Source: an optimization exercise on an open RTL-to-GDS flow (aim: small area). Production flows keep margins and buffers that such runs may drop. At most, simulation tests tie the RTL to the original design; equivalence was not proved.

run E:
## eth_rmii
module eth_rmii(
	input	wire						sys_rst_n,
	input	wire						rmii_clk,
	input	wire						rmii_rxdv,
	input	wire	[1:0]				rmii_rxdata,
	output	wire						rmii_txen,
	output	wire	[1:0]				rmii_txdata,
	output	wire						rmii_rst,
	output	wire						udp_rxstart,
	output	wire						udp_rxend,
	output	wire						udp_rxdv,
	output	wire	[7:0]				udp_rxdata,
	output	wire	[15:0]				udp_rxamount,
	output	wire	[15:0]				udp_rxnum,
	input	wire						udp_txstart,
	input	wire	[15:0]				udp_txamount,
	input	wire	[7:0]				udp_txdata,
	output	wire						udp_txreq,
	output	wire						udp_txbusy
);
==> flow/config.mk <==
export PLATFORM = sky130hd
export DESIGN_NAME = eth_rmii
export DESIGN_NICKNAME = eth_rmii
export VERILOG_FILES = /design/flow/design.v
export SDC_FILE = /design/flow/constraint.sdc
export NUM_CORES = 4
export LEC_CHECK = 0
export CAP_MARGIN = 20
export CORE_MARGIN = 2
export CORE_UTILIZATION = 70
export CTS_BUF_LIST = sky130_fd_sc_hd__clkbuf_16
export CTS_CLUSTER_DIAMETER = 100
export CTS_CLUSTER_SIZE = 24
export SLEW_MARGIN = 20
==> flow/constraint.sdc <==
create_clock -name core_clock -period 10.0 [get_ports {rmii_clk}]
set_input_delay 2.0000 -clock core_clock [delete_from_list [all_inputs] [get_ports {rmii_clk}]]
set_output_delay 2.0000 -clock core_clock [all_outputs]
set_load 0.01 [all_outputs]
standard.sh (not shown) runs the stock make flow with config.mk's settings and CLKGATE_MAP_FILE= SYNTH_SCRIPT=/design/flow/synth_recipe.tcl, a recipe that flattens the netlist after the stock synthesis.
==> flow/flow/run.sh <==
#!/bin/bash
# Layout flow: the standard flow (standard.sh) with three changes.
#  1. Synthesis maps the logic for area: no full/half adder cell extraction
#     (ADDER_MAP_FILE empty) and ABC's default mapping script instead of the
#     ORFS speed script. Every step before ABC is the standard one, so the
#     registers are the standard synthesis's, with the same names and cells.
#  2. The port buffers use the smallest buffer cell.
# Each tool's full output goes to standard.log in this folder (plus ORFS's own logs).
set -euo pipefail
HERE=$(pwd)
sed -e 's#^\(\s*\)log_cmd abc {\*}$abc_args#\1log_cmd abc {*}$lib_args {*}$lib_dont_use_args#' \
  "$FLOW_HOME/scripts/synth.tcl" > "$HERE/synth_area.tcl"
grep -q 'log_cmd abc {\*}$lib_args {\*}$lib_dont_use_args' "$HERE/synth_area.tcl"
sed -e "s#source \$::env(SCRIPTS_DIR)/synth.tcl#source $HERE/synth_area.tcl#" synth_recipe.tcl > "$HERE/synth_recipe_area.tcl"
grep -q "source $HERE/synth_area.tcl" "$HERE/synth_recipe_area.tcl"
sed -e "s#SYNTH_SCRIPT=[^ ]*#SYNTH_SCRIPT=$HERE/synth_recipe_area.tcl#" standard.sh > "$HERE/standard_area.sh"
grep -q "SYNTH_SCRIPT=$HERE/synth_recipe_area.tcl" "$HERE/standard_area.sh"
export ADDER_MAP_FILE=
export BUFFER_PORTS_ARGS="-buffer_cell sky130_fd_sc_hd__buf_1"
bash "$HERE/standard_area.sh" > standard.log 2>&1
Run E finished every stage and its layout cleared the timing, design-rule and antenna checks.
diff inputs: run E => run F
--- a/flow/design.v
+++ b/flow/design.v
@@ -22,31 +22,34 @@
 		crc_q <= crc_nx;
 	end
 end
 endmodule
 module CRC32_D2(
 	input	wire							sys_clk,
 	input	wire	[1:0]					dibit,
 	input	wire							shift,
+	input	wire							crc_en,
 	output	reg		[31:0]					crc_q,
 	output	wire	[31:0]					crc_nx
 );
 	function [31:0] step1;
 		input [31:0] c;
 		input b;
 	begin
 		step1 = { c[30:0], 1'b0 } ^ ( ( c[31] ^ b ) ? 32'h04C1_1DB7 : 32'h0 );
 	end
 	endfunction
 	wire	[1:0]							x = shift ? 2'b00 : crc_q[31:30] ^ { dibit[0], dibit[1] };
 	wire	[31:0]							t = step1( step1( { x, 30'h0 }, 1'b0 ), 1'b0 );
 assign		crc_nx	=	{ crc_q[29:0], shift, shift } ^ t;
 always @ ( posedge sys_clk ) begin
-	crc_q <= crc_nx;
+	if ( crc_en ) begin
+		crc_q <= crc_nx;
+	end
 end
 endmodule
 module	rmii2gmii (
 	input	wire						sys_rst_n,
 	input	wire						rmii_clk,
 	input	wire						rmii_rxdv,
 	input	wire	[1:0]				rmii_rxdata,
 	output	reg							rmii_txen,
@@ -268,16 +271,17 @@
 	wire	[31:0]							tx_crc_q;
 	wire	[31:0]							tx_crc_nx;
 	wire									tx_crc_shift = tx_pos < 7'd8 || tx_pos >= 7'd68;
 CRC32_D2									u2_tx_CRC32_D2 (
 	.sys_clk								( sys_clk		),
 	.dibit									( tx_phase == 2'd1 ? gmii_txdata[1:0] : tx_phase == 2'd2 ? gmii_txdata[3:2] :
 											  tx_phase == 2'd3 ? gmii_txdata[5:4] : gmii_txdata[7:6] ),
 	.shift									( tx_crc_shift	),
+	.crc_en									( tx_act && ( tx_phase != 2'd0 || tx_go ) ),
 	.crc_q									( tx_crc_q		),
 	.crc_nx									( tx_crc_nx		)
 );
 	wire	[7:0]							tx_crc_byte = ~{ tx_crc_nx[24], tx_crc_nx[25], tx_crc_nx[26], tx_crc_nx[27],
 															 tx_crc_nx[28], tx_crc_nx[29], tx_crc_nx[30], tx_crc_nx[31] };
 	reg		[7:0]							tx_byte;
 always @ ( * ) begin
 	case ( tx_pos )
@@ -655,18 +659,17 @@
 			ip_id <= ip_id + 16'd1;
 		end
 		if ( state == DATA ) begin
 			udp_continue <= rest_big;
 		end
 	end
 end
 	wire									sum_first = state == HEAD;
-	wire	[17:0]							sum = ( sum_first ? ( rest_big ? 16'h3603 : 16'h303B ) : ip_checksum ) +
-												  ( sum_first ? ( rest_big ? 16'h0 : udp_rest ) : pc_valid ? pc_ip_addr[31:16] : 16'h0 ) +
+	wire	[17:0]							sum = ( sum_first ? 16'h3027 : ip_checksum ) + ( sum_first ? ip_data_len : pc_valid ? pc_ip_addr[31:16] : 16'h0 ) +
 												  ( sum_first ? ip_id : pc_valid ? pc_ip_addr[15:0] : 16'h0 );
 	wire	[16:0]							sum1 = sum[17:16] + sum[15:0];
 always @ ( posedge sys_clk ) begin
 	if ( start ) begin
 		udp_rest <= udp_txamount + 16'd8;
 	end else if ( state == CRC && cnt[1:0] == 2'd0 && go && rest_big ) begin
 		udp_rest <= udp_rest - 16'd1480;
 	end
@@ -675,21 +678,23 @@
 		offset <= udp_continue ? offset + 13'd185 : 13'd0;
 	end
 	if ( ( state == IP_SPLIT && cnt[0] || sum_first ) && go ) begin
 		ip_checksum <= sum1[15:0] + sum1[16];
 	end
 end
 	wire	[31:0]							crc_q;
 	wire	[31:0]							crc_nx;
+	wire									crc_pend = state != IDLE && state != WAIT;
 CRC32_D2									u1_CRC32_D2 (
 	.sys_clk								( sys_clk		),
 	.dibit									( tx_phase == 2'd1 ? gmii_txdata[1:0] : tx_phase == 2'd2 ? gmii_txdata[3:2] :
 											  tx_phase == 2'd3 ? gmii_txdata[5:4] : gmii_txdata[7:6] ),
 	.shift									( state == HEAD || state == CRC	),
+	.crc_en									( crc_pend && ( tx_phase != 2'd0 || go ) ),
 	.crc_q									( crc_q			),
 	.crc_nx									( crc_nx		)
 );
 	reg		[7:0]							tx_byte;
 always @ ( * ) begin
 	tx_byte = 8'h00;
 	case ( state )
 		HEAD:			tx_byte = cnt[0] ? pc_mac_addr[47:40] : 8'hD5;
The final layout from run F, which completed every stage, passed the timing, design-rule and antenna checks at the end of the flow. When run F is measured against run E, its netlist area before placement turns out about 2.3% higher. Re share of synthesized cell area in and, or, nand and nor gates: run E and run F aren't equal, and the higher value belongs to run E. Compared with run E, run F shows a higher combined flip-flop and latch cell area. Between run E and run F, the difference in arithmetic-cell share of the synthesized area counting full adders, half adders and majority gates is negligible. Looking at slew at the pin with the worst max-slew slack across run E and run F, the one that comes out higher is run E. | effective utilization at floorplan | run F vs run E | ≈ equal |. Run E has lower critical path depth than run F. Re sequential share of layout area: run E was lower than run F.
Only the layout flow was run in run F; the RTL was not checked for function there.

## re-timing with driven ports
No port has a modelled driver above. Below, the same layouts with a new extraction and two added sets of constraints.
Step 1, drivers: a clkbuf_16 drives rmii_clk and a buf_2 each remaining input, both assumed.
Step 2 also shifts input and output timing later by t, the mid clock arrival at the registers, as if the neighbouring blocks saw the same clock.
a / b / c = ideal / step 1 / step 2; a / b = the first two.
| run | t (ns) | setup slack, ns | worst setup path at the end | latest minus earliest clock arrival (ns) | cell pins on the clock port's net |
|---|---|---|---|---|---|
| run E | 0.639 | 0.686 / 0.686 / 0.686 | register to register | 0.023 / 0.023 | 1 |
| run F | 0.634 | 0.466 / 0.466 / 0.466 | register to register | 0.046 / 0.046 | 1 |
After both steps every run listed still meets setup and hold.
